Context: an optimization exercise on an open-source flow, tuned for small area, a short achievable clock period and few clock cycles per item. The choices shown serve that exercise and are no tape-out recipe. RTL that was checked went through simulation tests only; none was proved equivalent to the original. Power figures rest on the tool's default switching activity, not on a simulated workload.

== JK ==
## iir_orde1_axis_wrapper
module iir_orde1_axis_wrapper #(
    parameter integer C_S_AXI_DATA_WIDTH = 32,
    parameter integer C_S_AXI_ADDR_WIDTH = 4,
    parameter integer DATA_WIDTH         = 32   
)(
    input  wire aclk,
    input  wire aresetn,   
    input  wire [DATA_WIDTH-1:0] s_axis_tdata,
    input  wire                  s_axis_tvalid,
    output wire                  s_axis_tready,
    input  wire                  s_axis_tlast,
    output wire [DATA_WIDTH-1:0] m_axis_tdata,
    output reg                   m_axis_tvalid,
    input  wire                  m_axis_tready,
    output reg                   m_axis_tlast,
    input  wire [C_S_AXI_ADDR_WIDTH-1:0] s_axi_awaddr,
    input  wire                          s_axi_awvalid,
    output wire                          s_axi_awready,
    input  wire [C_S_AXI_DATA_WIDTH-1:0] s_axi_wdata,
    input  wire [C_S_AXI_DATA_WIDTH/8-1:0] s_axi_wstrb,
    input  wire                          s_axi_wvalid,
    output wire                          s_axi_wready,
    output wire [1:0]                    s_axi_bresp,
    output wire                          s_axi_bvalid,
    input  wire                          s_axi_bready,
    input  wire [C_S_AXI_ADDR_WIDTH-1:0] s_axi_araddr,
    input  wire                          s_axi_arvalid,
    output wire                          s_axi_arready,
    output wire [C_S_AXI_DATA_WIDTH-1:0] s_axi_rdata,
    output wire [1:0]                    s_axi_rresp,
    output wire                          s_axi_rvalid,
    input  wire                          s_axi_rready
);
    reg [C_S_AXI_DATA_WIDTH-1:0] reg_ctrl;
    reg [C_S_AXI_DATA_WIDTH-1:0] reg_a0;
  ...
For scale: roughly 3700 cells after synthesis, ~480 flip-flops, about 160 I/O pins, ~36000 um2 of cells after synthesis.
==> flow/config.mk <==
export PLATFORM = sky130hd
export DESIGN_NAME = iir_orde1_axis_wrapper
export DESIGN_NICKNAME = iir_orde1_axis_wrapper
export VERILOG_FILES = /design/flow/design.v
export SDC_FILE = /design/flow/constraint.sdc
export NUM_CORES = 4
export LEC_CHECK = 0
export CAP_MARGIN = 20
export CORE_MARGIN = 2
export CORE_UTILIZATION = 40
export SLEW_MARGIN = 20
==> flow/constraint.sdc <==
create_clock -name core_clock -period 15.0 [get_ports {aclk}]
set_input_delay 3.0000 -clock core_clock [delete_from_list [all_inputs] [get_ports {aclk}]]
set_output_delay 3.0000 -clock core_clock [all_outputs]
set_load 0.01 [all_outputs]
standard.sh (not shown) runs the stock make flow with config.mk's settings and CLKGATE_MAP_FILE= SYNTH_SCRIPT=/design/flow/synth_recipe.tcl, a recipe that flattens the netlist after the stock synthesis.
==> flow/flow/run.sh <==
#!/bin/bash
# The standard layout (the standard.sh, unchanged synthesis and SDC) with
# two changes to how ORFS builds it:
#  - the port buffers are plain buf_2 cells (ORFS otherwise picks a slow
#    delay-buffer cell for them); every port is still buffered;
#  - timing repair aims at a slack margin, so it works on the paths that
#    set the achieved period.
set -o pipefail
export SETUP_SLACK_MARGIN=10.3
export BUFFER_PORTS_ARGS="-inputs -outputs -buffer_cell sky130_fd_sc_hd__buf_2"
bash standard.sh > standard.log 2>&1
--- input diff JK..MS ---
diff --git a/flow/flow/run.sh b/flow/flow/run.sh
--- a/flow/flow/run.sh
+++ b/flow/flow/run.sh
@@ -8,3 +8,3 @@
 set -o pipefail
-export SETUP_SLACK_MARGIN=10.3
+export SETUP_SLACK_MARGIN=10.0
 export BUFFER_PORTS_ARGS="-inputs -outputs -buffer_cell sky130_fd_sc_hd__buf_2"
## What came out
MS: flow completed, timing, DRC and antenna clean. Looking at end point of the critical path, the core.ps[13]$_DFFE_PP_ result is from JK; the core.ps[14]$_DFFE_PP_ one comes from MS. JK → MS: pre-CTS worst setup slack -0.012 ns; global-route track usage on met1 +0.30 points; wire length -about 0.6%.
Here is what was changed in the inputs of AL compared with MS.
diff --git a/flow/flow/run.sh b/flow/flow/run.sh
--- a/flow/flow/run.sh
+++ b/flow/flow/run.sh
@@ -8,3 +8,3 @@
 set -o pipefail
-export SETUP_SLACK_MARGIN=10.0
+export SETUP_SLACK_MARGIN=10.5
 export BUFFER_PORTS_ARGS="-inputs -outputs -buffer_cell sky130_fd_sc_hd__buf_2"
Findings:
- Across AL and MS, the outcome is the same: a clean finish for every run.
- AL vs. MS: total number of vias neither gained nor lost much; total power consumption of the routed design picked up an extra about 0.8%.
- Violation count after the first detailed-route iteration improves in AL relative to MS.
- Clock network power delta (AL − MS): favourable
No functional check of the RTL was part of any run of this note.


Setup of run 1:
iir_orde1_axis_wrapper, a different RTL version from the one above (not shown whole).
For scale: ~3400 cells after synthesis, about 460 flip-flops, about 160 I/O pins, ~35000 µm² of cells after synthesis.
export LEC_CHECK = 0
export CAP_MARGIN = 20
export CORE_MARGIN = 2
export CORE_UTILIZATION = 40
export SLEW_MARGIN = 20
create_clock -name core_clock -period 15.0 [get_ports {aclk}]
==> flow/flow/run.sh <==
#!/bin/bash
# The standard layout (the standard.sh, unchanged synthesis and SDC) with
# two changes to how ORFS builds it:
#  - the port buffers are plain buf_2 cells (ORFS otherwise picks a slow
#    delay-buffer cell for them); every port is still buffered;
#  - timing repair aims at a slack margin, so it works on the paths that
#    set the achieved period.
set -o pipefail
export SETUP_SLACK_MARGIN=10.5
export MATCH_CELL_FOOTPRINT=0
export BUFFER_PORTS_ARGS="-inputs -outputs -buffer_cell sky130_fd_sc_hd__buf_2"
bash standard.sh > standard.log 2>&1
Testbench counts of run 1, summed over its fixed seeds: cycles 8,320, items 4,096.
Inputs modified between run 1 and run 2:
Settings: an added ABC_AREA of 1.
--- a/flow/flow/run.sh
+++ b/flow/flow/run.sh
@@ -8,5 +8,4 @@
 set -o pipefail
 export SETUP_SLACK_MARGIN=10.5
-export MATCH_CELL_FOOTPRINT=0
 export BUFFER_PORTS_ARGS="-inputs -outputs -buffer_cell sky130_fd_sc_hd__buf_2"
 bash standard.sh > standard.log 2>&1
==> comparison <==
- Worst endpoint required time essentially unchanged between run 1 and run 2.
- Run 1 → run 2: final cell count has increased, combinational power up about 18%, share of cells above drive strength 1 shows an increase of 2.8 points.
- Between run 2 and run 1, count of multi-input gates is lower for run 1, run 2 comes in above that.
- Run 2 vs. run 1: floorplan die height moved down; maximum frequency went down 5.4 MHz; total power density per cell area now larger; worst setup slack after placement went up 0.34 ns; maximum VDD drop shows a reduction of about 7.5%.
- On time the final worst path needs with I/O delays and setup, run 1 beats run 2.
The inputs of run 3 differ from those of run 2 as listed below.
Settings: ABC_AREA no longer set, was 1.
--- a/flow/flow/run.sh
+++ b/flow/flow/run.sh
@@ -7,5 +7,6 @@
 #    set the achieved period.
 set -o pipefail
-export SETUP_SLACK_MARGIN=10.5
+export SETUP_SLACK_MARGIN=10.8
+export MATCH_CELL_FOOTPRINT=0
 export BUFFER_PORTS_ARGS="-inputs -outputs -buffer_cell sky130_fd_sc_hd__buf_2"
 bash standard.sh > standard.log 2>&1
==> comparison <==
Changes observed in run 3 relative to run 2: effective utilization at floorplan closely matched the old numbers; final total power down 2.5%; clock skew rose 0.014 ns; worst endpoint data arrival time down 0.13 ns.
When run 3 is set beside run 2, its cell count along the critical path turns out to be 1 smaller.
What run 2 reported for number of buffers inserted by post-CTS setup repair has to be multiplied by 0.78 to get the figure for run 3.
Met1 usage delta (run 3 -> run 2): insignificant
Run 3 gives more clock buffer and inverter area fraction after layout than run 2 did.
core.ps[15] as the termination of the worst setup path was reported by run 2, and core.ps[12] by run 3.
Run 2 -> run 3: aggregate routed wire length flat
Run 3 against run 2; maximum frequency is up by a few percent.

## separate check: timing with driven ports
In the flow no input, the clock included, has a driving cell. The finished layouts below were timed again as built, in two steps. Step 1 (the two cells are an assumption about what drives the block):
set clk [get_ports {aclk}]
set_driving_cell -lib_cell sky130_fd_sc_hd__clkbuf_16 $clk
set_driving_cell -lib_cell sky130_fd_sc_hd__buf_2 [delete_from_list [all_inputs] $clk]
Step 2 moves the port delays by t, midway between the first and last clock arrival at a register: inputs arrive t later, outputs are due t later. That takes back most of the time a late clock gives input paths. Slacks: ideal / step 1 / step 2; pairs: ideal / step 1.
| run | t (ns) | slack for setup (ns) | worst setup path at the end | slew at the worst register clock pin (ns) |
|---|---|---|---|---|
| JK | 0.686 | 10.421 / 10.421 / 9.801 | input to register | 0.07 / 0.07 |
| MS | 0.690 | 10.047 / 10.047 / 9.632 | input to register | 0.06 / 0.06 |
| AL | 0.691 | 10.540 / 10.540 / 10.004 | input to register | 0.07 / 0.07 |
| run 1 | 0.677 | 10.565 / 10.565 / 10.032 | input to register | 0.07 / 0.07 |
| run 2 | 0.675 | 10.456 / 10.456 / 10.000 | input to register | 0.07 / 0.07 |
| run 3 | 0.678 | 10.620 / 10.620 / 10.275 | input to register | 0.07 / 0.07 |
After both steps every run listed still meets setup and hold. The setup slack of JK, which loses most, moves by 0.000 ns with the drivers and by -0.620 ns with both steps.
